This design comes from an exercise in tuning for small area and a short achievable clock period on the open sky130 flow, not from production work.
Where RTL was checked, it was by simulation tests only, not by an equivalence proof against the original.
No functional check of the RTL was part of runs 2, 3 and 6.
No activity file was given, so power comes from the tool's default toggle rates.

==> flow/design.v <==
`timescale 1ns / 1ps
module PC(
    input clk,
    input RST,
    input [31:0]newpc,
    output reg [31:0]pc
    );
    always@(posedge clk or negedge RST) begin
        if (RST == 0) pc <= 0;
        else pc <= newpc;
    end
endmodule
module PCHelper(
    input [31:0] pc,
    input [15:0] immd16,
    input [25:0] immd26,
    input [1:0] sel,
    output reg [31:0] newpc
    );
    wire [31:0]exd_immd16 = { {16{immd16[15]}}, immd16};
    always@(*) begin
        case (sel)
            2'b00 : newpc = pc + 4;
            2'b01 : newpc = (pc + 4 + (exd_immd16 << 2));
            2'b10 : newpc = {pc[31:28], immd26, 2'b00};
            2'b11 : newpc = pc;
        endcase
    end
endmodule
`timescale 1ns / 1ps
module Decoder(
    input [31:0] ins,
    output [5:0] op,
    output [5:0] func,
    output [4:0] sftamt,
    output [4:0] rs,
    output [4:0] rt,
    output [4:0] rd,
    output [15:0] immd16,
    output [25:0] immd26
    );
    assign op = ins[31:26];
    assign func = ins[5:0];
    assign sftamt = ins[10:6];
    assign rs = ins[25:21];
    assign rt = ins[20:16];
    assign rd = ins[15:11];
    assign immd16 = ins[15:0];
    assign immd26 = ins[25:0];
endmodule
`timescale 1ns / 1ps
module CU (
    input [5:0]Op,
    input [5:0]Func,
    input ZERO,
    input SIGN,
    output ALUScrA,
    output reg ALUScrB,
    output DB,
    output reg RegWr,
    output nRD,
    output nWR,
    output RegDst,
    output ExtSel,
    output reg [1:0]PCSel,
    output reg [2:0]ALUop
    );
    assign ALUScrA = (Op == 6'b000000 && Func == 6'b000000) ? 1'b1 : 1'b0;
    always@(*) begin
        case (Op)
            6'b001000, 6'b001101, 6'b101011, 6'b100011 : ALUScrB = 1'b1;
            default : ALUScrB = 1'b0;
        endcase
    end
    assign DB = (Op == 6'b100011) ? 1'b1 : 1'b0;
    always@(*) begin
        case (Op)
            6'b101011, 6'b000100, 6'b000101, 6'b000111, 6'b000010, 6'b111111 : RegWr = 0;
            default : RegWr = 1;
        endcase
    end
    assign nRD = (Op == 6'b100011) ? 0 : 1;
    assign nWR = (Op == 6'b101011) ? 0: 1;
    assign RegDst = (Op == 6'b100011 || Op ==6'b001000 || Op == 6'b001101) ? 1'b0 : 1'b1;
    assign ExtSel = (Op == 6'b001101) ? 1'b0 : 1'b1;
    always@(*) begin
        case (Op) 
            6'b000100 : PCSel = ZERO == 1 ? 2'b01 : 2'b00;
            6'b000101 : PCSel = ZERO == 0 ? 2'b01 : 2'b00;
            6'b000111 : PCSel = (SIGN == 0 && ZERO == 0) ? 2'b01 : 2'b00;
            6'b000010 : PCSel = 2'b10;
            6'b111111 : PCSel = 2'b11;
            default : PCSel =  2'b00;
        endcase
    end
    always@(*) begin
        case (Op)
            6'b000000 : begin
                case(Func)
                    6'b100000 : ALUop = 3'b000;
                    6'b100011 : ALUop = 3'b001;
                    6'b100100 : ALUop = 3'b010;
                    6'b100101 : ALUop = 3'b011;
                    6'b000000 : ALUop = 3'b110;
                    6'b101010 : ALUop = 3'b101;
                    default : ALUop = 3'b000;  
                endcase
            end
            6'b001101 : ALUop = 3'b011;
            6'b000100, 6'b000101, 6'b000111 : ALUop = 3'b001;
            default : ALUop = 3'b000;
        endcase
    end
endmodule
`timescale 1ns / 1ps
module RegFile(
    input CLK,
    input RST,
    input RegWre,
    input [4:0] ReadReg1,
    input [4:0] ReadReg2,
    input [4:0] WriteReg,
    input [31:0] WriteData,
    output [31:0] ReadData1,
    output [31:0] ReadData2
    );
    reg [31:0] regFile[1:31];
    genvar i;
    generate
        for (i = 1; i < 32; i = i + 1) begin : r
            always @ (posedge CLK or negedge RST) begin
                if (RST==0)
                    regFile[i] <= 0;
                else if(RegWre == 1 && WriteReg == i)
                    regFile[i] <= WriteData;
            end
        end
    endgenerate
    assign ReadData1 = (ReadReg1 == 0) ? 0 : regFile[ReadReg1];
    assign ReadData2 = (ReadReg2 == 0) ? 0 : regFile[ReadReg2];
endmodule
`timescale 1ns/ 1ps
module Extend(
    input [15:0] immd16,
    input extSel,
    output [31:0] exd_immd
    );
    wire e;
    assign e = extSel & immd16[15];
    assign exd_immd = {{16{e}}, immd16};
endmodule
`timescale 1ns / 1ps
module ALU32(
    input [2:0] ALUopcode,
    input [31:0] rega,
    input [31:0] regb,
    output reg [31:0] result,
    output zero,
    output sign
    );
    assign zero = (result==0)?1:0;
    assign sign = result[31];
    always @(*) begin
        case (ALUopcode)
            3'b000 : result = rega + regb;
            3'b001 : result = rega - regb;
            3'b010 : result = rega & regb;
            3'b011 : result = rega | regb;
            3'b100 : result = (rega < regb)?1:0; 
            3'b101 : begin 
                if (rega<regb &&(( rega[31] == 0 && regb[31]==0) ||
                    (rega[31] == 1 && regb[31]==1))) result = 1;
                else if (rega[31] == 0 && regb[31]==1) result = 0;
                else if ( rega[31] == 1 && regb[31]==0) result = 1;
                else result = 0;
            end
            3'b110 : result = regb << rega;
            default : begin
                result = 32'h00000000;
            end
        endcase
    end
endmodule
`timescale 1ns / 1ps
module CPU (
    input clk,
    input RST,
    output [31:0] imem_addr,
    input  [31:0] imem_data,
    output [31:0] dmem_addr,
    output [31:0] dmem_wdata,
    output dmem_we,
    input  [31:0] dmem_rdata
    );
    wire [31:0] pc;
    wire [31:0] newpc;
    wire [15:0] immd16;
    wire [25:0] immd26;
    wire [1:0]PCSel;
    PC pcinstance(
        .clk(clk),
        .RST(RST),
        .newpc(newpc),
        .pc(pc)
    );
    PCHelper pchelper(
        .pc(pc),
        .immd16(immd16),
        .immd26(immd26),
        .sel(PCSel),
        .newpc(newpc)
    );
    wire [31:0]ins;
    assign imem_addr = pc;
    assign ins = imem_data;
    wire [5:0] op;
    wire [5:0] func;
    wire [4:0] rs;
    wire [4:0] rt;
    wire [4:0] rd;
    wire [4:0] sftamt;
    Decoder decoder(
        .ins(ins),
        .op(op),
        .func(func),
        .rs(rs),
        .rt(rt),
        .rd(rd),
        .immd16(immd16),
        .immd26(immd26),
        .sftamt(sftamt)
    );
    wire ZERO;
    wire SIGN;
    wire ALUScrA;
    wire ALUScrB;
    wire DB;
    wire RegWr;
    wire nRD;
    wire nWR;
    wire RegDst;
    wire ExtSel;
    wire [2:0]ALUop;
    CU cu(
        .Op(op),
        .Func(func),
        .ZERO(ZERO),
        .SIGN(SIGN),
        .ALUScrA(ALUScrA),
        .ALUScrB(ALUScrB),
        .DB(DB),
        .RegWr(RegWr),
        .nRD(nRD),
        .nWR(nWR),
        .RegDst(RegDst),
        .ExtSel(ExtSel),
        .PCSel(PCSel),
        .ALUop(ALUop)
    );
    wire [31:0] ReadData1;
    wire [31:0] ReadData2;
    wire [4:0] WriteReg;
    assign WriteReg = RegDst == 1'b0 ? rt : rd;
    wire [31:0] RegWriteData;
    wire [31:0] ALUResult;
    wire [31:0] RAMOut;
    assign RegWriteData = DB == 1'b0 ? ALUResult : RAMOut;
    RegFile regfile(
        .CLK(clk),
        .RST(RST),
        .RegWre(RegWr),
        .ReadReg1(rs),
        .ReadReg2(rt),
        .WriteReg(WriteReg),
        .WriteData(RegWriteData),
        .ReadData1(ReadData1),
        .ReadData2(ReadData2)
    );
    wire [31:0] exd_immd;
    Extend extend(
        .immd16(immd16),
        .extSel(ExtSel),
        .exd_immd(exd_immd)
    );
    wire [31:0] ALUa;
    wire [31:0] zexd_sftamt;
    assign zexd_sftamt = {{27{1'b0}}, sftamt};
    assign ALUa = ALUScrA == 1'b0 ? ReadData1 : zexd_sftamt;
    wire [31:0] ALUb;
    assign ALUb = ALUScrB == 1'b0 ? ReadData2 : exd_immd;
    ALU32 alu32(
        .ALUopcode(ALUop),
        .rega(ALUa),
        .regb(ALUb),
        .result(ALUResult),
        .zero(ZERO),
        .sign(SIGN)
    );
    assign dmem_addr = ALUResult;
    assign dmem_wdata = ReadData2;
    assign dmem_we = (nWR == 0);
    assign RAMOut = dmem_rdata;
endmodule
==> flow/run.sh <==
#!/bin/bash
# synth_recipe.tcl (not shown) runs the flow's synth.tcl, then flattens the netlist and writes it again
# the make line also repeats each setting of config.mk as NAME=value (left out here)
make -C /OpenROAD-flow-scripts/flow DESIGN_CONFIG=/design/flow/config.mk WORK_HOME=/design/flow/orfs CLKGATE_MAP_FILE= SYNTH_SCRIPT=/design/flow/synth_recipe.tcl finish
==> flow/config.mk <==
export PLATFORM = sky130hd
export DESIGN_NAME = CPU
export DESIGN_NICKNAME = CPU
export VERILOG_FILES = /design/flow/design.v
export SDC_FILE = /design/flow/constraint.sdc
export NUM_CORES = 4
export LEC_CHECK = 0
export CAP_MARGIN = 20
export CELL_PAD_IN_SITES_DETAIL_PLACEMENT = 1
export CORE_MARGIN = 2
export CORE_UTILIZATION = 30
export PLACE_DENSITY = 0.38
export SETUP_SLACK_MARGIN = 0.5
export SLEW_MARGIN = 20
==> flow/constraint.sdc <==
create_clock -name core_clock -period 12.0 [get_ports {clk}]
set_input_delay 2.4000 -clock core_clock [delete_from_list [all_inputs] [get_ports {clk}]]
set_output_delay 2.4000 -clock core_clock [all_outputs]
set_load 0.01 [all_outputs]
==> results of run 1 <==
-- how the worst max path moves through the flow --
| stage | start | to | cells past startpoint |
|---|---|---|---|
| after global routing | imem_data[24] | dmem_addr[27] | 25 |
| final | imem_data[18] | dmem_addr[26] | 27 |
| after global placement | imem_data[20] | dmem_addr[26] | 28 |
| after floorplan | imem_data[22] | dmem_addr[0] | 25 |
| after detailed placement | imem_data[20] | dmem_addr[26] | 28 |
| after CTS | imem_data[20] | dmem_addr[26] | 28 |
-- worst register-to-register path: cells and delay by family (launching register included) --
kind / cells / cell delay [ns]
compound gates: 15 / 3.57
simple gates: 7 / 1.53
flops: 1 / 0.43
fa+ha+maj: 3 / 1.09
buf+inv: 10 / 1.75
xor+xnor: 1 / 0.17
-- flip-flops by register name, indices dropped and copies added, names as in the netlist --
name             flops
regfile.regFile    992
pcinstance.pc       30
-- logic make-up after synthesis --
family | Yosys count
AOI/OAI and AO/OA | 2222
xor gates and xnor gates | 73
and+or+nand+nor | 2813
muxes | 214
DFF | 1022
adders and majority gates | 134
buffers and inverters | 845
other | 1
-- timing repair --
item	CTS	global route
setup buffers	11	13
pin swaps	6	8
endpoints found under the hold margin	0	0
setup endpoints to repair	22	16
cloned	0	0
gates resized for setup	46	62
-- metal layers --
layer | vias to the layer above | global-route usage | routed length [um]
li1 | 27200 | - | -
met1 | 34300 | 0.511 | 173000
met2 | 3875 | 0.612 | 188000
met3 | 1115 | 0.0870 | 36900
met4 | 24 | 0.219 | 28100
met5 | - | 0 | 152
-- report_power, final --
part           total [mW]  internal (mW)  switching (mW)
clock network        4.14           2.40            1.74
logic                8.10           2.75            5.35
registers            6.67           4.95            1.72
total                18.9           10.1            8.82
-- Yosys cell counts, types with 19 or more instances --
cell type	number	area share
nand2_1	1142	0.069
a221oi_1	104	0.015
xnor2_1	52	0.0074
a2111oi_0	184	0.026
a32o_1	37	0.0060
a22oi_1	256	0.031
inv_1	143	0.0087
a221o_1	19	0.0031
ha_1	131	0.027
buf_2	48	0.0039
mux2i_1	97	0.016
nand3_1	272	0.022
a32oi_1	19	0.0027
nor3_1	67	0.0054
nor3b_1	21	0.0026
o211ai_1	24	0.0029
a21oi_1	167	0.014
nor4_1	52	0.0053
nor2_1	267	0.016
a22o_1	43	0.0061
clkbuf_1	617	0.037
or2_2	20	0.0020
a31oi_1	19	0.0019
xor2_1	21	0.0030
nand2b_1	32	0.0032
nand4_1	164	0.017
a211oi_1	35	0.0043
or3_1	21	0.0021
o21ai_0	1083	0.088
a21o_1	23	0.0028
and3_1	618	0.063
nor2b_1	22	0.0022
dfrtp_1	1022	0.41
mux2_2	111	0.020
o31ai_1	21	0.0026
-- stage by stage --
| stage | hold WS, ns | std cells |
|---|---|---|
| 2_1_floorplan | 0.450 | 7325 |
| 4_1_cts | 0.488 | 10200 |
| 3_3_place_gp | 0.465 | 9986 |
| 5_1_grt | 0.521 | 10200 |
| 6_report | 0.485 | 10300 |
| 3_5_place_dp | 0.474 | 9987 |
-- final cells by class --
cell class,count,area (um2),share of cell area
antenna,28,70.1,0.000943
timing repair buffer,695,6100,0.0821
multi-input combinational,5458,34300,0.461
sequential,1022,25600,0.344
clock buffer,186,3780,0.0508
inverter,149,559,0.00753
tap,2688,3360,0.0453
clock inverter,39,597,0.00803
==> impl_metrics.csv, run 1 <==
group,metric,value,unit
worst_setup_path,crit_path_frequent_cell,"buf_4",
detailed_routing,antenna_left,0,
detailed_routing,wl_per_cell,41.5,um
worst_setup_path,cp_slowest_cell,"a2111oi_0",
layout,fill_cells,23500,
power_and_ir_drop,power_leakage,34.0,nW
synthesis,synth_fa_ha_area_frac,0.0275,
timing,fin_crit_sh,0.947,
layout,final_cell_mix,"1111 x nand2_1, 1066 x o21ai_0, 1022 x dfrtp_1",
timing,clock.fmax,0.0880,GHz
clock_network,h-tree-depth,4,
floorplanning,rows,166,
power_and_ir_drop,p_per_area,254,nW/um2
synthesis,synth_top_family_by_area,"compound AO/OA/AOI/OAI gates",
worst_setup_path,cp_num_buf_inv,9,
global_routing,grt_pass1_wl,576000,um
worst_hold_path,hold_path_end,"regfile.regFile[2][1]",
worst_setup_path,crit_type,"input pin to output port",
floorplanning,io_pins,163,
placement,place_ws,-0.679,ns
synthesis,netlist_area,61800,um2
detailed_routing,wl,426000,um
worst_setup_path,critical_path.max_stage_delay,0.80,ns
floorplanning,die_w,458,um
worst_setup_path,r2r-start,"regfile.regFile[9][0]",
detailed_routing,via_count,66600,
floorplanning,coreArea,205000,um2
layout,area_growth,20.3,%
layout,final_common_cell,"nand2_1",
layout,fin_nets,7657,
timing,slew_viol_final,0,
floorplanning,initial_core_util,0.302,
synthesis,ys_seq_area_frac,0.414,
clock_network,cts_root_buf,"clkbuf_16",
worst_setup_path,cp.arrival,8.96,ns
clock_network,clkTransAtPathRegs,0.06,ns
worst_setup_path,worst_setup_path_end_kind,"output port",
worst_setup_path,rrSetupSlack,3.33,ns
worst_hold_path,hold_path.class,"flop to flop",
status,status,"finished clean",
clock_network,cts_tree,"built",
synthesis,synth-xor-area-share,0.0103,
layout,finish.instance_area,74300,um2
global_routing,grt_max_degree,148,
worst_setup_path,r2r_cells,36,
synthesis,synth_mux_area_frac,0.0379,
power_and_ir_drop,totalPowerFinal,18.9,mW
global_routing,grt_usage,0.396,
synthesis,synth_compound_area_frac,0.232,
worst_setup_path,setup.worst_path.start_class,"input pin",
floorplanning,die_area,210000,um2
layout,final_layout_size_suffix_gt1_frac,0.148,
timing,timing.setup.tns,0,ns
placement,gp_congestion,0.978,
clock_network,cts_hold_buf,0,
worst_setup_path,worstPathRequired,9.60,ns
synthesis,synth_cells,7324,
timing,hold_viol,0,
run,max-cap-violations,0,
global_routing,grt_pass1_vias,64600,
timing,rsz0062_at_grt,"yes",
synthesis,synth_ff_type,"dfrtp_1",
timing,setup_violations,0,
worst_hold_path,min_from,"regfile.regFile[2][1]",
worst_setup_path,cp_max_fo,22,
layout,utilization,0.363,
detailed_routing,dr.pass1.iters,6,
placement,dp_hpwl,289000,um
timing,skew,0.0587,ns
synthesis,synth_edf_count,0,
worst_hold_path,holdPathStages,2,
synthesis,synth_warnings,38,
placement,portBuffers,160,
timing,timing.slew.headroom,0.159,
clock_network,clk_latency,0.83,ns
clock_network,clock_sinks,1022,
synthesis,ys_ff_latch,1022,
worst_setup_path,crit_family,"compound AO/OA/AOI/OAI gates",
synthesis,synthSimpleGateAreaFrac,0.225,
floorplanning,die_y,458,um
worst_setup_path,r2r-end,"pcinstance.pc[24]",
synthesis,avgSynthCellArea,8.44,um2
detailed_routing,drt_iter0_markers,8495,
power_and_ir_drop,vdd_drop_max,0.000206,V
global_routing,antenna_found_initial,47,
timing,setup_slack,0.640,ns
synthesis,ys_async_sr_fraction,1.00,
clock_network,cts_made_buffers,131,
detailed_routing,drc_errors,0,
placement,dpl_cell_area,69200,um2
timing,period_needed,11.36,ns
synthesis,ys_types,99,
clock_network,clk_path_buf_depth,3,
global_routing,overflow,0,
timing,tightestPinTransition,1.26,ns
detailed_routing,avgViaCountPerCell,6.48,
==> inputs of run 2 (changes only) <==
==> flow/design.v (replaced) <==
`timescale 1ns / 1ps
module CPU (
    input clk,
    input RST,
    output [31:0] imem_addr,
    input  [31:0] imem_data,
    output [31:0] dmem_addr,
    output [31:0] dmem_wdata,
    output dmem_we,
    input  [31:0] dmem_rdata
    );
    wire [31:0] ins = imem_data;
    wire [5:0]  op  = ins[31:26];
    wire [4:0]  rs  = ins[25:21];
    wire [4:0]  rt  = ins[20:16];
    wire [4:0]  rd  = ins[15:11];
    wire [4:0]  sa  = ins[10:6];
    wire [5:0]  fn  = ins[5:0];
    wire [15:0] imm = ins[15:0];
    wire op_r    = (op == 6'h00);
    wire op_addi = (op == 6'h08);
    wire op_ori  = (op == 6'h0d);
    wire op_lw   = (op == 6'h23);
    wire op_sw   = (op == 6'h2b);
    wire op_beq  = (op == 6'h04);
    wire op_bne  = (op == 6'h05);
    wire op_bgtz = (op == 6'h07);
    wire op_j    = (op == 6'h02);
    wire op_halt = (op == 6'h3f);
    wire f_sub = op_r & (fn == 6'h23);
    wire f_and = op_r & (fn == 6'h24);
    wire f_or  = op_r & (fn == 6'h25);
    wire f_sll = op_r & (fn == 6'h00);
    wire f_slt = op_r & (fn == 6'h2a);
    wire no_wr = op_sw | op_beq | op_bne | op_bgtz | op_j | op_halt;
    wire wr_rt = op_lw | op_addi | op_ori;
    wire is_branch = op_beq | op_bne | op_bgtz;
    wire sel_add = ~(wr_rt | f_sub | f_and | f_or | f_sll | f_slt);
    reg [31:0] rf [1:31];   
    reg [31:1] valid;
    wire [31:0] wdata;
    wire [4:0]  wa = wr_rt ? rt : rd;
    wire        we = ~no_wr;
    genvar i;
    generate
        for (i = 1; i < 32; i = i + 1) begin : r
            wire wen = we & (wa == i);
            always @(posedge clk)
                rf[i] <= ({32{wen}} & wdata) | ({32{~wen}} & rf[i]);
        end
    endgenerate
    always @(posedge clk or negedge RST) begin
        if (!RST) valid <= 31'd0;
        else if (we && wa != 5'd0) valid[wa] <= 1'b1;
    end
    wire [31:0] s1, s2;
    assign s1[0] = 1'b0;
    assign s2[0] = 1'b0;
    generate
        for (i = 1; i < 32; i = i + 1) begin : sel
            assign s1[i] = valid[i] & (rs == i);
            assign s2[i] = valid[i] & (rt == i);
        end
    endgenerate
    reg [31:0] a, b;
    integer k;
    always @(*) begin
        a = 32'd0;
        b = 32'd0;
        for (k = 1; k < 32; k = k + 1) begin
            a = a | ({32{s1[k]}} & rf[k]);
            b = b | ({32{s2[k]}} & rf[k]);
        end
    end
    wire [31:0] simm = {{16{imm[15]}}, imm};
    wire [31:0] asum = a + simm;
    wire        sub  = f_sub | f_slt | is_branch;
    wire [32:0] dsum = {1'b0, a} + {1'b0, b ^ {32{sub}}} + {32'd0, sub};
    wire [31:0] d    = dsum[31:0];
    wire        lt   = (a[31] ^ b[31]) ? a[31] : d[31];
    wire [31:0] ob   = op_ori ? {16'd0, imm} : b;
    wire [31:0] shl  = b << sa;
    wire [31:0] alu =
        ({32{op_addi}}          & asum) |
        ({32{sel_add | f_sub}}  & d) |
        ({32{f_and}}            & (a & b)) |
        ({32{f_or | op_ori}}    & (a | ob)) |
        ({32{f_sll}}            & shl) |
        ({32{f_slt}}            & {31'd0, lt});
    assign wdata = op_lw ? dmem_rdata : alu;
    assign dmem_addr  = asum;
    assign dmem_wdata = b;
    assign dmem_we    = op_sw;
    reg [31:2] pc;
    assign imem_addr = {pc, 2'b00};
    wire [31:2] pc4  = pc + 30'd1;
    wire [31:2] pcbr = pc4 + {{14{imm[15]}}, imm};
    wire eq   = (a == b);
    wire taken = (op_beq & eq) | (op_bne & ~eq) | (op_bgtz & ~eq & ~d[31]);
    wire [31:2] npc = op_halt ? pc :
                      op_j    ? {pc[31:28], ins[25:0]} :
                      taken   ? pcbr : pc4;
    always @(posedge clk or negedge RST) begin
        if (!RST) pc <= 30'd0;
        else pc <= npc;
    end
endmodule
==> impl_metrics.csv, run 2 <==
group,metric,value,unit
floorplanning,initial_core_util,0.302,
detailed_routing,wl_per_cell,46.2,um
timing,period_needed,11.25,ns
layout,fill_cells,18700,
timing,skew,0.0702,ns
clock_network,cts_made_buffers,121,
timing,slew_viol_final,0,
layout,fin_nets,4894,
synthesis,synth_top_area_frac,0.559,
worst_setup_path,setup.worst_path.start_class,"input pin",
timing,setup_violations,0,
worst_setup_path,worstPathRequired,9.60,ns
clock_network,h-tree-depth,3,
placement,portBuffers,160,
layout,final_layout_size_suffix_gt1_frac,0.144,
global_routing,grt_pass1_wl,437000,um
detailed_routing,drc_errors,0,
clock_network,clk_latency,0.81,ns
detailed_routing,via_count,48400,
placement,dp_cells,6905,
status,status,"finished clean",
global_routing,grt_usage,0.355,
timing,timing.slew.headroom,0.170,
synthesis,avgSynthCellArea,12.2,um2
layout,final_cell_mix,"992 x edfxtp_1, 688 x a22oi_1, 323 x nand2_1",
layout,finish.instance_area,64000,um2
detailed_routing,wl_met2,144000,um
layout,area_growth,20.2,%
worst_hold_path,hold_path.class,"flop to flop",
timing,clock.fmax,0.0889,GHz
worst_setup_path,crit_type,"input pin to output port",
synthesis,synth_cells,4364,
detailed_routing,wl,330000,um
power_and_ir_drop,power_leakage,22.4,nW
detailed_routing,drt_iter0_markers,8045,
synthesis,post-synth-top-count-cell,"edfxtp_1",
power_and_ir_drop,vdd_drop_max,0.000143,V
synthesis,ys_types,88,
global_routing,grt_max_degree,62,
power_and_ir_drop,totalPowerFinal,13.9,mW
floorplanning,die_y,425,um
detailed_routing,dr_wl_met3,33800,um
global_routing,grt_pass1_vias,47300,
run,max-cap-violations,0,
power_and_ir_drop,p_per_area,218,nW/um2
placement,dpl_cell_area,59700,um2
synthesis,netlist_top_cells_count,"992 x edfxtp_1, 688 x a22oi_1, 323 x nand2_1, 207 x clkbuf_1, 165 x a21oi_1",
clock_network,clock_sinks,1053,
detailed_routing,dr.pass1.iters,9,
timing,rsz0062_at_grt,"yes",
synthesis,yosysTopAreaCell,"edfxtp_1",
synthesis,synth_edf_count,992,
timing,tightestPinTransition,1.25,ns
global_routing,antenna_found_initial,10,
floorplanning,rows,154,
timing,fin_crit_sh,0.938,
synthesis,synth_warnings,2,
worst_setup_path,worst_setup_path_end_kind,"output port",
floorplanning,die_w,425,um
global_routing,overflow,0,
synthesis,ys_async_sr_fraction,0.0579,
worst_setup_path,cp.arrival,8.85,ns
timing,setup_slack,0.746,ns
clock_network,cts_root_buf,"clkbuf_16",
worst_setup_path,cp_max_fo,17,
synthesis,synth_ff_type,"edfxtp_1",
layout,final_common_cell,"edfxtp_1",
timing,whs,0.576,ns
clock_network,clkTransAtPathRegs,0.07,ns
detailed_routing,m1WireLength,130000,um
floorplanning,die_area,181000,um2
synthesis,ys_seq_area_frac,0.588,
placement,dp_hpwl,216000,um
placement,place_ws,-0.714,ns
synthesis,ys_ff_latch,1053,
detailed_routing,antenna_left,0,
clock_network,cts_tree,"built",
timing,hold_viol,0,
floorplanning,coreArea,176000,um2
floorplanning,io_pins,163,
detailed_routing,avgViaCountPerCell,6.78,
placement,gp_congestion,0.975,
detailed_routing,highest_layer,"met5",
clock_network,clk_path_buf_depth,3,
synthesis,netlist_area,53300,um2
layout,instances_no_fill,7145,
synthesis,synth_area_leaders,"edfxtp_1 56%, a22oi_1 9.7%, ha_1 3.2%",
-- run 2: changes by cell type after synthesis, moves of 62 or more --
cell	before	now
a22oi_1	256	688
nor2_1	267	164
nand3_1	272	157
mux2_2	111	12
o21ai_0	1083	92
nand2_1	1142	323
edfxtp_1	0	992
dfrtp_1	1022	61
inv_1	143	45
and3_1	618	82
nand4_1	164	95
a2111oi_0	184	6
xnor2_1	52	114
clkbuf_1	617	207
-- run 2: final cells by class --
cell class / instances / area, um2 / share of cell area
diodes: 9 / 22.5 / 0.000352
clock buffers: 140 / 3120 / 0.0487
clock inverters: 90 / 1100 / 0.0172
inverters: 47 / 176 / 0.00275
multi-input cells: 2984 / 21300 / 0.332
flip-flops and latches: 1053 / 31300 / 0.489
well taps: 2340 / 2930 / 0.0457
repair buffers: 482 / 4120 / 0.0644
-- run 2: routing by layer --
layer,up-vias,track usage
met5,-,0
met4,2,0.201
met3,970,0.0735
met2,3786,0.544
met1,25100,0.467
li1,18500,-
-- run 2: kinds of logic (layout without fill, tap and decap cells) --
family,count (synthesis),after routing,share of synthesized area
and+or+nand+nor,1110,1110,0.104
adders and majority gates,139,139,0.0331
AOI/OAI and AO/OA,1480,1480,0.206
xor gates and xnor gates,145,145,0.0241
muxes,108,108,0.0206
buffers and inverters,328,759,0.0241
DFF,1053,1053,0.588
other,1,11,0.0000704
-- run 2: final timing paths --
check | to | startpoint | slack, ns | cells past startpoint
worst max-delay path | dmem_addr[30] | imem_data[24] | 0.75 | 23
worst min-delay path | pc[5] | pc[5] | 0.58 | 2
worst max register to register | flop | valid[28] | 4.06 | 23
worst min register to register | pc[5] | pc[5] | 0.58 | 2
max in group asynchronous | valid[18] | RST | 9.57 | 2
min in group asynchronous | pc[26] | RST | 1.82 | 2
-- run 2: where the power goes --
group	switching [mW]	internal (mW)	total, mW
clock network	1.68	2.29	3.97
logic	3.09	1.43	4.51
registers	0.340	5.12	5.46
total	5.11	8.83	13.9
-- run 2: what timing repair did --
action	CTS	global route
endpoints found under the setup margin	7	4
hold buffers	0	0
pin swaps	0	0
buffers inserted	0	0
endpoints found under the hold margin	0	0
gates resized for setup	17	16
-- run 2: critical path: stages --
cell             delay (ns)
clkdlybuf4s15_2        0.35
and3b_1                0.30
and3_2                 0.51
a32oi_1                0.32
nand4_1                0.19
nor4_4                 0.50
inv_2                  0.11
ha_1                   0.26
fa_1                   0.44
a21o_1                 0.20
a21oi_1                0.25
o21bai_1               0.10
a21oi_1                0.27
o21bai_1               0.16
a21oi_2                0.25
buf_4                  0.19
a311oi_1               0.16
o2111ai_1              0.34
a31oi_1                0.24
a211o_1                0.33
a21oi_1                0.20
xnor2_1                0.19
clkdlybuf4s50_1        0.58
-- run 2: stage by stage --
stage          utilization  TNS [ns]
2_1_floorplan            -         0
3_3_place_gp         0.338     -1.12
3_5_place_dp         0.339     -1.38
4_1_cts              0.363         0
5_1_grt              0.363         0
6_report             0.363         0
==> inputs of run 3 (changes only) <==
--- a/flow/config.mk
+++ b/flow/config.mk
@@ -10,5 +10,7 @@
 export CORE_MARGIN = 2
-export CORE_UTILIZATION = 30
-export PLACE_DENSITY = 0.38
-export SETUP_SLACK_MARGIN = 0.5
+export CORE_UTILIZATION = 40
+export CTS_BUF_LIST = sky130_fd_sc_hd__clkbuf_8
+export CTS_CLUSTER_SIZE = 20
+export PLACE_DENSITY = 0.5
+export SETUP_SLACK_MARGIN = 4.5
 export SLEW_MARGIN = 20
==> impl_metrics.csv, run 3 <==
group,metric,value,unit
global_routing,grt_pass1_wl,417000,um
worst_setup_path,cp_slowest_cell,"nor4_4",
detailed_routing,wl,311000,um
synthesis,synth_fa_ha_area_frac,0.0331,
timing,rsz0062_at_grt,"yes",
detailed_routing,antenna_left,0,
timing,fin_crit_sh,0.817,
synthesis,synth_ff_type,"edfxtp_1",
timing,skew,0.0988,ns
synthesis,synth_top_area_frac,0.559,
floorplanning,die_w,369,um
layout,multi_input_area,23700,um2
synthesis,ys_types,88,
clock_network,h-tree-depth,4,
placement,gp_congestion,1.00,
worst_hold_path,hold_path_end,"pc[20]",
placement,portBuffers,160,
power_and_ir_drop,power_leakage,24.6,nW
timing,hold_viol,0,
synthesis,post-synth-top-count-cell,"edfxtp_1",
floorplanning,io_pins,163,
run,max-cap-violations,0,
worst_setup_path,critical_path.max_stage_delay,0.64,ns
detailed_routing,avgViaCountPerCell,7.42,
clock_network,cts_root_buf,"clkbuf_8",
clock_network,clk_path_buf_depth,3,
global_routing,grt_usage,0.445,
placement,dp_hpwl,191000,um
worst_setup_path,rrSetupSlack,5.71,ns
layout,fill_cells,13400,
detailed_routing,wl_per_cell,45.1,um
layout,finish.instance_area,67700,um2
synthesis,synth_cells,4364,
global_routing,grt_pass1_vias,49600,
worst_setup_path,setup.worst_path.start_class,"input pin",
synthesis,synth_top_family_by_area,"compound AO/OA/AOI/OAI gates",
worst_setup_path,cp_num_buf_inv,7,
floorplanning,coreArea,132000,um2
synthesis,synth-xor-area-share,0.0241,
layout,area_growth,27.1,%
synthesis,synth_mux_area_frac,0.0206,
layout,final_layout_size_suffix_gt1_frac,0.252,
timing,timing.slew.headroom,0.221,
synthesis,synth_area_leaders,"edfxtp_1 56%, a22oi_1 9.7%, ha_1 3.2%",
timing,slew_viol_final,0,
worst_hold_path,hold_path.class,"flop to flop",
worst_setup_path,cp_max_fo,11,
worst_setup_path,r2r-start,"valid[22]",
floorplanning,die_area,136000,um2
synthesis,netlist_top_cells_count,"992 x edfxtp_1, 688 x a22oi_1, 323 x nand2_1, 207 x clkbuf_1, 165 x a21oi_1",
timing,clock.fmax,0.102,GHz
timing,timing.setup.tns,0,ns
clock_network,clock_sinks,1053,
layout,seq_area,31300,um2
global_routing,grt_max_degree,62,
layout,final_cell_mix,"992 x edfxtp_1, 669 x a22oi_1, 405 x buf_4",
clock_network,cts_tree,"built",
worst_hold_path,min_from,"pc[20]",
synthesis,ys_async_sr_fraction,0.0579,
timing,tightestPinTransition,1.17,ns
clock_network,clk_latency,0.96,ns
placement,dpl_cell_area,58900,um2
power_and_ir_drop,vdd_drop_max,0.000113,V
detailed_routing,drc_errors,0,
synthesis,yosysTopAreaCell,"edfxtp_1",
timing,period_needed,9.80,ns
synthesis,netlist_area,53300,um2
floorplanning,rows,133,
worst_setup_path,worstPathRequired,9.60,ns
worst_setup_path,r2r_cells,25,
power_and_ir_drop,totalPowerFinal,14.0,mW
synthesis,synth_compound_area_frac,0.206,
floorplanning,initial_core_util,0.404,
synthesis,ys_seq_area_frac,0.588,
clock_network,cts_made_buffers,182,
global_routing,overflow,0,
detailed_routing,via_count,51100,
worst_setup_path,crit_type,"input pin to output port",
global_routing,antenna_found_initial,14,
floorplanning,die_y,369,um
synthesis,synthSimpleGateAreaFrac,0.104,
synthesis,synth_edf_count,992,
status,status,"finished clean",
clock_network,clkTransAtPathRegs,0.06,ns
synthesis,ys_ff_latch,1053,
worst_setup_path,cp.arrival,7.40,ns
layout,final_common_cell,"edfxtp_1",
detailed_routing,drt_iter0_markers,10300,
worst_setup_path,crit_family,"compound AO/OA/AOI/OAI gates",
synthesis,avgSynthCellArea,12.2,um2
power_and_ir_drop,p_per_area,206,nW/um2
worst_hold_path,holdPathStages,2,
synthesis,synth_warnings,2,
detailed_routing,dr.pass1.iters,10,
layout,fin_nets,5182,
timing,setup_violations,0,
worst_setup_path,crit_path_frequent_cell,"buf_4",
worst_setup_path,worst_setup_path_end_kind,"output port",
[run 3: layout make-up]
cell class,count,area share
Antenna cell,12,0.000443
Inverter,47,0.00266
Timing Repair Buffer,701,0.0988
Clock inverter,143,0.0148
Tap cell,1755,0.0324
Sequential cell,1053,0.462
Multi-Input combinational cell,2992,0.351
Clock buffer,186,0.0378
[run 3: worst min-delay path: stages (launching register included)]
cell	delay, ns
dfrtp_1	0.39
nand2_1	0.06
o21ai_0	0.06
[run 3: how the worst max path moves through the flow]
stage | from | to | slack (ns) | depth (start not counted)
final | imem_data[22] | dmem_addr[31] | 2.20 | 25
after floorplan | imem_data[22] | dmem_addr[31] | 2.84 | 24
after CTS | imem_data[21] | dmem_addr[31] | 2.22 | 25
after detailed placement | imem_data[24] | dmem_addr[31] | 0.37 | 23
after global routing | imem_data[23] | dmem_addr[30] | 2.09 | 26
after global placement | imem_data[24] | dmem_addr[31] | 0.35 | 23
[run 3: logic make-up after synthesis]
logic type | Yosys count
XOR/XNOR | 145
multiplexers | 108
other | 1
adder cells (fa/ha/maj) | 139
AND/OR/NAND/NOR | 1110
AO/OA/AOI/OAI | 1480
buffers and inverters | 328
flip-flops | 1053
[run 3: layer usage]
layer  wire length [um]  global-route usage
met4              28000               0.317
met1             108000               0.536
met2             130000               0.646
met5                271             0.00677
met3              45000               0.175
[run 3: repair_timing]
item	CTS	global route
hold buffers	0	0
gates cloned	9	3
resized for setup	557	213
buffers inserted	184	87
endpoints found under the setup margin	941	409
pin swaps	137	144
[run 3: metrics by stage]
| stage | std cells | setup WS, ns | hold slack [ns] | utilization |
|---|---|---|---|---|
| after floorplan | 4365 | 2.84 | 0.464 | - |
| after global placement | 6263 | 0.350 | 0.543 | 0.446 |
| after detailed placement | 6264 | 0.370 | 0.542 | 0.447 |
| after global routing | 6880 | 2.09 | 0.602 | 0.514 |
| after CTS | 6786 | 2.22 | 0.555 | 0.501 |
| final | 6889 | 2.20 | 0.546 | 0.514 |
[run 3: power by group]
| group | leakage (nW) | internal, mW | total [mW] | switching (mW) |
|---|---|---|---|---|
| Combinational | 12.9 | 1.87 | 5.20 | 3.32 |
| Clock | 1.98 | 1.68 | 3.32 | 1.64 |
| Sequential | 9.72 | 5.12 | 5.46 | 0.347 |
| Total | 24.6 | 8.67 | 14.0 | 5.31 |
==> inputs of run 4 (changes only) <==
--- a/flow/design.v
+++ b/flow/design.v
@@ -1,2 +1,13 @@
 `timescale 1ns / 1ps
+module ReadPort (input [32*31-1:0] regs, input [31:1] sel, output reg [31:0] d);
+    integer k;
+    always @(*) begin
+        d = 32'd0;
+        for (k = 1; k < 32; k = k + 1)
+            d = d | ({32{sel[k]}} & regs[32*(k-1) +: 32]);
+    end
+endmodule
+module AddrAdd (input [31:0] a, input [15:0] imm, output [31:0] s);
+    assign s = a + {{16{imm[15]}}, imm};
+endmodule
 module CPU (
@@ -38,3 +49,2 @@
     wire sel_add = ~(wr_rt | f_sub | f_and | f_or | f_sll | f_slt);
-    reg [31:0] rf [1:31];   
     reg [31:1] valid;
@@ -43,10 +53,2 @@
     wire        we = ~no_wr;
-    genvar i;
-    generate
-        for (i = 1; i < 32; i = i + 1) begin : r
-            wire wen = we & (wa == i);
-            always @(posedge clk)
-                rf[i] <= ({32{wen}} & wdata) | ({32{~wen}} & rf[i]);
-        end
-    endgenerate
     always @(posedge clk or negedge RST) begin
@@ -55,23 +57,21 @@
     end
-    wire [31:0] s1, s2;
-    assign s1[0] = 1'b0;
-    assign s2[0] = 1'b0;
+    wire [32*31-1:0] regs;
+    wire [31:1] s1, s2;
+    genvar i;
     generate
-        for (i = 1; i < 32; i = i + 1) begin : sel
+        for (i = 1; i < 32; i = i + 1) begin : r
+            reg [31:0] q;
+            always @(posedge clk)
+                if (we && wa == i) q <= wdata;
             assign s1[i] = valid[i] & (rs == i);
             assign s2[i] = valid[i] & (rt == i);
+            assign regs[32*(i-1) +: 32] = q;
         end
     endgenerate
-    reg [31:0] a, b;
-    integer k;
-    always @(*) begin
-        a = 32'd0;
-        b = 32'd0;
-        for (k = 1; k < 32; k = k + 1) begin
-            a = a | ({32{s1[k]}} & rf[k]);
-            b = b | ({32{s2[k]}} & rf[k]);
-        end
-    end
+    wire [31:0] a, b;
+    ReadPort u_rp1 (.regs(regs), .sel(s1), .d(a));
+    ReadPort u_rp2 (.regs(regs), .sel(s2), .d(b));
     wire [31:0] simm = {{16{imm[15]}}, imm};
-    wire [31:0] asum = a + simm;
+    wire [31:0] asum;
+    AddrAdd u_aadd (.a(a), .imm(imm), .s(asum));
     wire        sub  = f_sub | f_slt | is_branch;
@@ -96,3 +96,3 @@
     wire [31:2] pc4  = pc + 30'd1;
-    wire [31:2] pcbr = pc4 + {{14{imm[15]}}, imm};
+    wire [31:2] pcbr = pc + {{14{imm[15]}}, imm} + 30'd1;
     wire eq   = (a == b);
==> flow/config.mk (replaced) <==
export PLATFORM = sky130hd
export DESIGN_NAME = CPU
export DESIGN_NICKNAME = CPU
export VERILOG_FILES = /design/flow/design.v
export SDC_FILE = /design/flow/constraint.sdc
export NUM_CORES = 4
export LEC_CHECK = 0
export CAP_MARGIN = 10
export CELL_PAD_IN_SITES_DETAIL_PLACEMENT = 1
export CORE_MARGIN = 2
export CORE_UTILIZATION = 45
export CTS_BUF_LIST = sky130_fd_sc_hd__clkbuf_16
export CTS_CLUSTER_DIAMETER = 60
export CTS_CLUSTER_SIZE = 24
export PLACE_DENSITY = 0.55
export SETUP_SLACK_MARGIN = 4.0
export SLEW_MARGIN = 10
export SYNTH_HIERARCHICAL = 1
export SYNTH_MINIMUM_KEEP_SIZE = 0
export TNS_END_PERCENT = 5
==> impl_metrics.csv, run 4 <==
group,metric,value,unit
global_routing,grt_pass1_vias,46000,
synthesis,ys_ff_latch,1053,
placement,gp_congestion,0.948,
worst_setup_path,worstPathRequired,9.60,ns
synthesis,synth_warnings,8,
synthesis,synth_area_leaders,"edfxtp_1 56%, a22oi_1 11%, ha_1 3.1%",
floorplanning,die_y,349,um
timing,timing.setup.tns,0,ns
timing,hold_viol,0,
timing,slew_viol_final,0,
synthesis,yosysTopAreaCell,"edfxtp_1",
layout,final_cell_mix,"992 x edfxtp_1, 766 x a22oi_1, 259 x buf_4",
placement,portBuffers,160,
floorplanning,coreArea,118000,um2
synthesis,avgSynthCellArea,12.6,um2
synthesis,synth_cells,4251,
synthesis,netlist_top_cells_count,"992 x edfxtp_1, 773 x a22oi_1, 225 x clkbuf_1, 208 x nor2_1, 178 x nand3_1",
layout,fill_cells,11600,
synthesis,ys_async_sr_fraction,0.0579,
detailed_routing,avgViaCountPerCell,7.48,
power_and_ir_drop,power_leakage,22.6,nW
detailed_routing,drt_iter0_markers,7132,
layout,top_regs,"r.q (992), valid (31), pc (30)",
worst_setup_path,cp_max_fo,16,
layout,seq_area,31300,um2
global_routing,grt_pass1_wl,353000,um
synthesis,netlist_area,53500,um2
clock_network,h-tree-depth,3,
floorplanning,initial_core_util,0.454,
layout,multi_input_area,23000,um2
clock_network,clock_sinks,1053,
synthesis,synth_ff_type,"edfxtp_1",
detailed_routing,drc_errors,0,
detailed_routing,via_count,46500,
worst_setup_path,cp.arrival,6.66,ns
placement,dpl_cell_area,57600,um2
timing,clock.fmax,0.110,GHz
clock_network,cts_hold_buf,0,
detailed_routing,antenna_left,0,
layout,largest_reg_flops,992,
synthesis,synth_edf_count,992,
clock_network,cts_made_buffers,96,
placement,dp_hpwl,151000,um
run,max-cap-violations,0,
timing,timing.slew.headroom,0.0509,
clock_network,cts_root_buf,"clkbuf_16",
global_routing,grt_max_degree,62,
layout,finish.instance_area,64700,um2
clock_network,clk_latency,0.71,ns
clock_network,cts_tree,"built",
detailed_routing,wl_per_cell,41.7,um
power_and_ir_drop,p_per_area,202,nW/um2
global_routing,overflow,0,
layout,area_growth,20.9,%
floorplanning,die_area,122000,um2
clock_network,clk_path_buf_depth,3,
worst_hold_path,hold_path.class,"flop to flop",
synthesis,ys_seq_area_frac,0.585,
timing,setup_violations,0,
timing,fin_crit_sh,0.755,
clock_network,clkTransAtPathRegs,0.07,ns
synthesis,synth_top_area_frac,0.557,
timing,tightestPinTransition,1.42,ns
layout,fin_nets,4806,
floorplanning,io_pins,163,
timing,rsz0062_at_grt,"yes",
detailed_routing,wl,259000,um
floorplanning,die_w,349,um
status,status,"finished clean",
worst_setup_path,setup.worst_path.start_class,"input pin",
global_routing,antenna_found_initial,7,
power_and_ir_drop,vdd_drop_max,0.000138,V
detailed_routing,dr.pass1.iters,6,
timing,skew,0.0363,ns
timing,period_needed,9.06,ns
worst_setup_path,worst_setup_path_end_kind,"output port",
layout,largest-register,"r.q",
global_routing,grt_usage,0.414,
synthesis,post-synth-top-count-cell,"edfxtp_1",
worst_setup_path,crit_type,"input pin to output port",
layout,final_layout_size_suffix_gt1_frac,0.220,
layout,final_common_cell,"edfxtp_1",
synthesis,ys_types,94,
floorplanning,rows,126,
run 4: final timing paths:
| kind | startpoint | endpoint | slack, ns | depth (start not counted) |
|---|---|---|---|---|
| worst min-delay path | pc[31] | pc[31] | 0.48 | 1 |
| worst max register to register | valid[1] | r[8].q[15] | 5.37 | 14 |
| worst max-delay path | imem_data[24] | dmem_addr[29] | 2.94 | 19 |
| worst min register to register | pc[31] | pc[31] | 0.48 | 1 |
| min in group asynchronous | RST | pc[15] | 1.89 | 2 |
| max in group asynchronous | RST | valid[27] | 9.51 | 2 |
run 4: metal layers:
layer | vias to the layer above | global-route usage | routed length (um)
li1 | 18400 | - | -
met1 | 23500 | 0.491 | 89700
met2 | 3542 | 0.636 | 114000
met3 | 1076 | 0.139 | 33400
met4 | 8 | 0.290 | 21700
met5 | - | 0 | 257
run 4: logic make-up after synthesis:
family | share of synthesized area
AOI/OAI and AO/OA | 0.215
xor gates and xnor gates | 0.0203
adders and majority gates | 0.0320
buffers and inverters | 0.0260
DFF | 0.585
muxes | 0.0211
other | 0.0000701
and+or+nand+nor | 0.100
run 4: critical path: stages:
cell,delay [ns]
buf_12,0.12
nor3b_4,0.61
and3_2,0.74
a22oi_1,0.22
nand3_1,0.14
or4_4,0.23
ha_4,0.23
o21a_1,0.20
o211ai_1,0.21
o21bai_4,0.21
buf_6,0.13
buf_6,0.08
buf_6,0.09
o211ai_1,0.09
buf_4,0.17
a2111o_1,0.37
nand2_2,0.10
xnor2_2,0.12
buf_2,0.16
run 4: final cells by class:
type / count / share of cell area
Antenna cell: 2 / 0.0000774
Clock buffer: 98 / 0.0379
Clock inverter: 79 / 0.0134
Inverter: 39 / 0.00226
Multi-Input combinational cell: 2909 / 0.356
Sequential cell: 1053 / 0.484
Tap cell: 1536 / 0.0297
Timing Repair Buffer: 506 / 0.0762
run 4: what timing repair did:
| action | CTS | global route |
|---|---|---|
| setup buffers | 161 | 41 |
| gates cloned | 32 | 3 |
| endpoints found under the setup margin | 869 | 581 |
| resized for setup | 409 | 85 |
| pin swaps | 117 | 48 |
run 4: metrics by stage:
| step | setup WS, ns | hold slack (ns) | total power, mW | cells | util |
|---|---|---|---|---|---|
| after detailed placement | 1.47 | 0.470 | 9.14 | 5804 | 0.488 |
| after global routing | 2.95 | 0.518 | 13.4 | 6220 | 0.548 |
| after global placement | 1.57 | 0.454 | 9.05 | 5804 | 0.488 |
| after floorplan | 3.87 | 0.433 | 7.35 | 4252 | - |
| final | 2.94 | 0.478 | 13.1 | 6222 | 0.548 |
| after CTS | 3.04 | 0.481 | 12.8 | 6174 | 0.542 |
run 4: per-module statistics from Yosys (local to each module, per instance):
module	area, um2	flip-flops and latches	cells inside	times used
CPU	41100	1053	2544	1
ReadPort	5340	0	733	2
AddrAdd	1740	0	241	1
run 4: power by group:
group          internal [mW]  switching (mW)
clock                   1.65            1.63
combinational           1.53            2.86
sequential              5.04           0.342
==> inputs of run 5 (changes only) <==
==> flow/flow/run.sh (new file) <==
#!/bin/bash
# The standard ORFS layout, except that the port buffers are plain buf_2 cells
# (the resizer would otherwise pick a larger delay buffer for every port).
# The make output of the whole flow goes to flow_make.log in the work folder;
# ORFS keeps each tool's own log under orfs/logs/.
set -euo pipefail
bash standard.sh "BUFFER_PORTS_ARGS=-inputs -outputs -buffer_cell sky130_fd_sc_hd__buf_2" finish > flow_make.log 2>&1
==> flow/standard.sh (new file) <==
#!/bin/bash
# synth_recipe.tcl (not shown) runs the flow's synth.tcl, then flattens the netlist and writes it again
# the make line also repeats each setting of config.mk as NAME=value (left out here)
make -C /OpenROAD-flow-scripts/flow DESIGN_CONFIG=/design/flow/config.mk WORK_HOME=/design/flow/orfs CLKGATE_MAP_FILE= SYNTH_SCRIPT=/design/flow/synth_recipe.tcl "${@:-finish}"
removed: flow/run.sh
==> impl_metrics.csv, run 5 <==
group,metric,value,unit
status,status,"finished clean",
clock_network,cts_root_buf,"clkbuf_16",
layout,area_growth,18.3,%
detailed_routing,dr.pass1.iters,8,
synthesis,synth_warnings,8,
worst_hold_path,hold_path.class,"flop to flop",
layout,largest_reg_flops,992,
synthesis,synth_area_leaders,"edfxtp_1 56%, a22oi_1 11%, ha_1 3.1%",
timing,tightestPinTransition,1.33,ns
synthesis,synth_edf_count,992,
worst_setup_path,crit_type,"input pin to output port",
global_routing,grt_pass1_wl,343000,um
synthesis,avgSynthCellArea,12.6,um2
timing,fin_crit_sh,0.753,
floorplanning,rows,126,
synthesis,synth_ff_type,"edfxtp_1",
worst_setup_path,worst_setup_path_end_kind,"output port",
worst_setup_path,r2r-end,"r[21].q[30]",
placement,dp_hpwl,147000,um
worst_setup_path,r2r_cells,19,
clock_network,clkTransAtPathRegs,0.08,ns
floorplanning,initial_core_util,0.454,
clock_network,cts_made_buffers,96,
layout,largest-register,"r.q",
clock_network,cts_hold_buf,0,
clock_network,clock_sinks,1053,
timing,setup_violations,0,
global_routing,antenna_found_initial,13,
synthesis,synth_top_area_frac,0.557,
timing,hold_viol,0,
floorplanning,coreArea,118000,um2
timing,rsz0062_at_grt,"yes",
detailed_routing,wl_per_cell,40.6,um
timing,slew_viol_final,0,
detailed_routing,drt_iter0_markers,6858,
floorplanning,die_y,349,um
timing,clock.fmax,0.111,GHz
worst_setup_path,cp-startpoint,"imem_data[25]",
layout,final_layout_size_suffix_gt1_frac,0.232,
synthesis,netlist_area,53500,um2
worst_setup_path,endpoint,"dmem_addr[31]",
layout,final_common_cell,"edfxtp_1",
layout,final_cell_mix,"992 x edfxtp_1, 752 x a22oi_1, 233 x buf_4",
detailed_routing,via_count,45600,
run,max-cap-violations,0,
clock_network,clk_latency,0.75,ns
global_routing,grt_max_degree,62,
placement,gp_congestion,0.915,
clock_network,cts_tree,"built",
timing,skew,0.0745,ns
layout,top_regs,"r.q (992), valid (31), pc (30)",
floorplanning,io_pins,163,
global_routing,grt_pass1_vias,45000,
power_and_ir_drop,p_per_area,202,nW/um2
layout,fin_nets,4743,
worst_setup_path,worstPathRequired,9.60,ns
clock_network,h-tree-depth,3,
synthesis,ys_async_sr_fraction,0.0579,
synthesis,synth_cells,4251,
timing,timing.setup.tns,0,ns
detailed_routing,wl,250000,um
worst_setup_path,setup.worst_path.start_class,"input pin",
floorplanning,die_w,349,um
power_and_ir_drop,power_leakage,22.4,nW
synthesis,ys_ff_latch,1053,
global_routing,overflow,0,
power_and_ir_drop,vdd_drop_max,0.000143,V
worst_setup_path,cp.arrival,6.63,ns
synthesis,netlist_top_cells_count,"992 x edfxtp_1, 773 x a22oi_1, 225 x clkbuf_1, 208 x nor2_1, 178 x nand3_1",
clock_network,clk_path_buf_depth,3,
detailed_routing,antenna_left,0,
synthesis,ys_types,94,
global_routing,grt_usage,0.401,
floorplanning,die_area,122000,um2
synthesis,yosysTopAreaCell,"edfxtp_1",
worst_setup_path,cp_max_fo,16,
synthesis,post-synth-top-count-cell,"edfxtp_1",
timing,timing.slew.headroom,0.112,
detailed_routing,drc_errors,0,
layout,utilization,0.537,
worst_setup_path,r2r-start,"valid[25]",
worst_setup_path,rrSetupSlack,5.00,ns
synthesis,ys_seq_area_frac,0.585,
placement,portBuffers,160,
detailed_routing,avgViaCountPerCell,7.39,
timing,period_needed,9.03,ns
run 5: cells by family (layout without fill, tap and decap cells):
family	count (synthesis)	count (layout)	share of synthesized area
flip-flops	1053	1053	0.585
AO/OA/AOI/OAI	1510	1511	0.215
AND/OR/NAND/NOR	1019	1034	0.100
buffers and inverters	318	675	0.0260
adder cells (fa/ha/maj)	135	135	0.0320
XOR/XNOR	122	122	0.0203
other	1	9	0.0000701
multiplexers	93	93	0.0211
run 5: timing repair:
item | CTS | global route
cloned | 23 | 3
gates resized for setup | 233 | 58
pin swaps | 110 | 43
endpoints found under the setup margin | 669 | 409
setup buffers | 122 | 30
run 5: report_power, final:
group / internal, mW / leakage, nW / switching (mW)
Combinational: 1.36 / 10.9 / 2.80
Sequential: 5.05 / 9.77 / 0.293
Clock: 1.64 / 1.65 / 1.66
Total: 8.04 / 22.4 / 4.76
run 5: worst min path at each step:
stage,start,end,slack [ns],cells after the start
floorplan,valid[10],valid[10],0.43,1
global placement,pc[31],pc[31],0.45,1
detailed placement,pc[31],pc[31],0.46,1
CTS,pc[31],pc[31],0.48,1
global route,pc[31],pc[31],0.50,1
finish,pc[31],pc[31],0.48,1
run 5: Yosys stat by module, one instance, submodules excluded:
| module | cell area (um2) | copies in the design |
|---|---|---|
| CPU | 41100 | 1 |
| AddrAdd | 1740 | 1 |
| ReadPort | 5340 | 2 |
run 5: final cells by class:
type,instances,area [um2]
Inverter,39,146
Clock inverter,84,952
Multi-Input combinational cell,2897,22800
Fill cell,11700,54600
Antenna cell,7,17.5
Timing Repair Buffer,455,3750
Sequential cell,1053,31300
Clock buffer,97,2430
Tap cell,1536,1920
run 5: critical path, cell delays in order:
cell	delay [ns]
clkbuf_16	0.13
and3b_2	0.23
and3_4	0.26
buf_12	0.21
a22oi_2	0.18
nand4_1	0.41
or4_4	0.63
ha_4	0.30
o21a_1	0.14
o211ai_1	0.11
o21bai_4	0.21
a22oi_4	0.30
a311oi_4	0.18
o311a_1	0.39
or3_4	0.40
buf_6	0.14
run 5: metal layers:
layer | vias up | part of all wire | global-route usage
li1 | 18300 | - | -
met1 | 23200 | 0.36 | 0.483
met2 | 3214 | 0.45 | 0.626
met3 | 899 | 0.12 | 0.119
met4 | 2 | 0.076 | 0.258
met5 | - | 0.00020 | 0.00560
run 5: metrics by stage:
| step | instances | area, um2 | setup WS (ns) | power [mW] | hold WS (ns) |
|---|---|---|---|---|---|
| after global routing | 6163 | 63300 | 2.98 | 13.2 | 0.501 |
| after CTS | 6127 | 62600 | 3.16 | 12.5 | 0.479 |
| after global placement | 5801 | 56700 | 2.40 | 8.87 | 0.451 |
| after detailed placement | 5801 | 56700 | 2.36 | 8.95 | 0.464 |
| final | 6168 | 63300 | 2.97 | 12.8 | 0.478 |
| after floorplan | 4252 | 53900 | 3.87 | 7.35 | 0.433 |
==> inputs of run 6 (changes only) <==
--- a/flow/design.v
+++ b/flow/design.v
@@ -1,12 +1,20 @@
 `timescale 1ns / 1ps
-module ReadPort (input [32*31-1:0] regs, input [31:1] sel, output reg [31:0] d);
+module RegDec (input [4:0] r, input [31:1] valid, output [31:1] sel);
+    genvar i;
+    generate
+        for (i = 1; i < 32; i = i + 1) begin : d
+            assign sel[i] = valid[i] & (r == i);
+        end
+    endgenerate
+endmodule
+module ReadPortN (input [32*31-1:0] regs, input [31:1] sel, output reg [31:0] dn);
     integer k;
     always @(*) begin
-        d = 32'd0;
+        dn = 32'hffffffff;
         for (k = 1; k < 32; k = k + 1)
-            d = d | ({32{sel[k]}} & regs[32*(k-1) +: 32]);
+            dn = dn & ~({32{sel[k]}} & regs[32*(k-1) +: 32]);
     end
 endmodule
-module AddrAdd (input [31:0] a, input [15:0] imm, output [31:0] s);
-    assign s = a + {{16{imm[15]}}, imm};
+module AddrAdd (input [31:0] an, input [15:0] imm, output [31:0] s);
+    assign s = ~(an - {{16{imm[15]}}, imm});
 endmodule
@@ -65,4 +73,2 @@
                 if (we && wa == i) q <= wdata;
-            assign s1[i] = valid[i] & (rs == i);
-            assign s2[i] = valid[i] & (rt == i);
             assign regs[32*(i-1) +: 32] = q;
@@ -70,8 +76,12 @@
     endgenerate
-    wire [31:0] a, b;
-    ReadPort u_rp1 (.regs(regs), .sel(s1), .d(a));
-    ReadPort u_rp2 (.regs(regs), .sel(s2), .d(b));
+    RegDec u_dec1 (.r(rs), .valid(valid), .sel(s1));
+    RegDec u_dec2 (.r(rt), .valid(valid), .sel(s2));
+    wire [31:0] an, bn;
+    ReadPortN u_rp1 (.regs(regs), .sel(s1), .dn(an));
+    ReadPortN u_rp2 (.regs(regs), .sel(s2), .dn(bn));
+    wire [31:0] a = ~an;
+    wire [31:0] b = ~bn;
     wire [31:0] simm = {{16{imm[15]}}, imm};
     wire [31:0] asum;
-    AddrAdd u_aadd (.a(a), .imm(imm), .s(asum));
+    AddrAdd u_aadd (.an(an), .imm(imm), .s(asum));
     wire        sub  = f_sub | f_slt | is_branch;
==> impl_metrics.csv, run 6 <==
group,metric,value,unit
clock_network,clk_latency,0.72,ns
detailed_routing,drc_errors,0,
timing,slew_viol_final,0,
floorplanning,io_pins,163,
worst_setup_path,cp.arrival,6.44,ns
synthesis,ys_types,98,
layout,final_cell_mix,"992 x edfxtp_1, 518 x a22oi_1, 222 x buf_4",
synthesis,synth_ff_type,"edfxtp_1",
synthesis,ys_seq_area_frac,0.579,
power_and_ir_drop,p_per_area,201,nW/um2
placement,gp_congestion,0.953,
timing,clock.fmax,0.113,GHz
global_routing,grt_pass1_wl,326000,um
synthesis,synth_warnings,8,
detailed_routing,wl_per_cell,37.9,um
placement,place_ws,1.97,ns
layout,largest-register,"r.q",
timing,period_needed,8.84,ns
clock_network,cts_made_buffers,93,
layout,fin_nets,4727,
layout,utilization,0.531,
synthesis,netlist_area,54100,um2
layout,top_regs,"r.q (992), valid (31), pc (30)",
synthesis,netlist_top_cells_count,"992 x edfxtp_1, 518 x a22oi_1, 218 x nand4_1, 197 x nand2_1, 192 x a22o_1",
synthesis,post-synth-top-count-cell,"edfxtp_1",
status,status,"finished clean",
timing,setup_slack,3.16,ns
floorplanning,rows,127,
detailed_routing,via_count,45100,
layout,final_common_cell,"edfxtp_1",
detailed_routing,wl,235000,um
worst_hold_path,hold_path.class,"flop to flop",
timing,rsz0062_at_grt,"yes",
global_routing,grt_max_degree,62,
clock_network,h-tree-depth,3,
worst_setup_path,crit_type,"input pin to output port",
synthesis,ys_async_sr_fraction,0.0579,
synthesis,synth_area_leaders,"edfxtp_1 55%, a22oi_1 7.2%, a22o_1 3.1%",
global_routing,overflow,0,
floorplanning,initial_core_util,0.452,
timing,fin_crit_sh,0.736,
layout,largest_reg_flops,992,
detailed_routing,antenna_left,0,
detailed_routing,drt_iter0_markers,6328,
power_and_ir_drop,vdd_drop_max,0.000114,V
layout,area_growth,17.3,%
clock_network,clk_path_buf_depth,3,
synthesis,synth_top_area_frac,0.551,
floorplanning,die_area,123000,um2
timing,timing.setup.tns,0,ns
timing,skew,0.0281,ns
synthesis,synth_edf_count,992,
detailed_routing,avgViaCountPerCell,7.25,
clock_network,clkTransAtPathRegs,0.08,ns
worst_setup_path,worstPathRequired,9.60,ns
synthesis,avgSynthCellArea,12.7,um2
clock_network,clock_sinks,1053,
floorplanning,die_w,351,um
global_routing,antenna_found_initial,3,
power_and_ir_drop,totalPowerFinal,12.7,mW
worst_setup_path,worst_setup_path_end_kind,"output port",
clock_network,cts_tree,"built",
power_and_ir_drop,power_leakage,22.3,nW
synthesis,yosysTopAreaCell,"edfxtp_1",
detailed_routing,dr.pass1.iters,7,
timing,tightestPinTransition,1.35,ns
synthesis,synth_cells,4246,
placement,portBuffers,160,
layout,final_layout_size_suffix_gt1_frac,0.222,
placement,dp_hpwl,139000,um
timing,timing.slew.headroom,0.0994,
global_routing,grt_usage,0.372,
clock_network,cts_root_buf,"clkbuf_16",
synthesis,ys_ff_latch,1053,
worst_setup_path,setup.worst_path.start_class,"input pin",
timing,whs,0.531,ns
clock_network,cts_hold_buf,0,
worst_setup_path,cp_max_fo,7,
global_routing,grt_pass1_vias,45000,
timing,hold_viol,0,
run,max-cap-violations,0,
floorplanning,die_y,351,um
floorplanning,coreArea,119000,um2
timing,setup_violations,0,
run 6: cell types whose count changed after synthesis, sizes merged, moves of 26 or more:
cell	previous run	this run
xnor2	56	91
inv	39	116
clkbuf	225	199
nor3	32	98
nand3	178	52
a221oi	75	220
nand2	162	197
a22oi	774	518
a22o	67	194
nor2	208	164
or4	68	2
nand4	151	218
run 6: metal layers:
metal  GRT usage  vias to the layer above  part of all wire
li1            -                    18200                 -
met1       0.477                    23200              0.38
met2       0.589                     3012              0.46
met3      0.0787                      693              0.11
met4       0.202                        2             0.057
met5           0                        -          0.000055
run 6: logic make-up after synthesis:
logic type / synth area share
AO/OA/AOI/OAI: 0.222
flip-flops: 0.579
AND/OR/NAND/NOR: 0.0961
buffers and inverters: 0.0334
adder cells (fa/ha/maj): 0.0319
XOR/XNOR: 0.0215
multiplexers: 0.0162
other: 0.0000694
run 6: power breakdown:
| part | switching, mW | total (mW) | internal, mW |
|---|---|---|---|
| Sequential | 0.275 | 5.28 | 5.01 |
| Clock | 1.57 | 3.27 | 1.69 |
| Combinational | 2.79 | 4.18 | 1.39 |
| Total | 4.64 | 12.7 | 8.09 |
run 6: metrics by stage:
| stage | area (um2) | std cells |
|---|---|---|
| CTS | 62800 | 6186 |
| global route | 63400 | 6216 |
| floorplan | 54100 | 4247 |
| finish | 63400 | 6220 |
| detailed placement | 57100 | 5896 |
| global placement | 57100 | 5896 |
run 6: area by class of cell:
cell class	instances	area (um2)
Inverter	117	439
Fill cell	11900	56100
Tap cell	1612	2020
Sequential cell	1053	31300
Antenna cell	4	10.0
Clock buffer	93	2330
Clock inverter	81	968
Timing Repair Buffer	445	3570
Multi-Input combinational cell	2815	22800
run 6: worst max-delay path, cell delays in order:
cell      delay, ns
buf_12         0.12
and2_4         0.21
and3_4         0.26
buf_6          0.16
a22o_1         0.19
a221oi_2       0.21
nand4_1        0.55
nor3_4         0.34
buf_6          0.17
ha_4           0.24
a21oi_4        0.19
nand2b_4       0.09
o21ai_4        0.20
o311ai_4       0.15
a31o_4         0.32
or3b_1         0.39
nand3_2        0.11
buf_6          0.11
run 6: repair_timing:
item                       4_1_cts  5_1_grt
setup endpoints to repair      371      548
setup buffers                  106       25
resized for setup              257       62
cloned                          10        5
pin swaps                      116       60
run 6: worst paths after layout:
kind | from | end | slack (ns) | depth (start not counted)
hold reg to reg | valid[8] | valid[8] | 0.53 | 1
min in group asynchronous | RST | valid[13] | 1.87 | 2
setup reg to reg | valid[29] | r[14].q[26] | 4.97 | 21
setup / recovery | imem_data[24] | dmem_addr[29] | 3.16 | 18
max in group asynchronous | RST | pc[10] | 9.53 | 2
hold / removal | valid[8] | valid[8] | 0.53 | 1
run 6: Yosys stat by module, one instance, submodules excluded:
| module | cells inside | cell area, um2 | copies in the design | flops+latches |
|---|---|---|---|---|
| AddrAdd | 257 | 1730 | 1 | 0 |
| CPU | 2493 | 40700 | 1 | 1053 |
| ReadPortN | 701 | 5500 | 2 | 0 |
| RegDec | 47 | 318 | 2 | 0 |

==> re-timing with driven ports <==
Ports are ideal in the flow. The routed layouts listed here were re-timed in OpenROAD.
Step 1 sets driving cells, clkbuf_16 on the clock port and buf_2 on the other inputs (assumed; they add their load-dependent delay and slew).
Step 2 times the ports against the registers' clock, not the clock port: input delays grow and output delays shrink by t, the midpoint of the rising clock arrivals with the driver on.
a / b / c = no drivers / after step 1 / after step 2; a / b = the first two.
run | shift t [ns] | setup WS [ns] | clock arrival spread, ns
run 1 | 0.887 | 0.640 / 0.597 / 0.597 | 0.059 / 0.059
run 2 | 0.862 | 0.746 / 0.727 / 0.677 | 0.070 / 0.070
run 3 | 0.994 | 2.200 / 2.141 / 2.141 | 0.099 / 0.099
run 4 | 0.774 | 2.943 / 2.808 / 2.808 | 0.036 / 0.037
run 5 | 0.788 | 2.966 / 2.795 / 2.548 | 0.074 / 0.074
run 6 | 0.781 | 3.162 / 3.040 / 2.703 | 0.028 / 0.028
After both steps setup and hold are still met in every run listed. The setup slack of run 6, which loses most, moves by -0.122 ns with the drivers and by -0.459 ns with both steps.
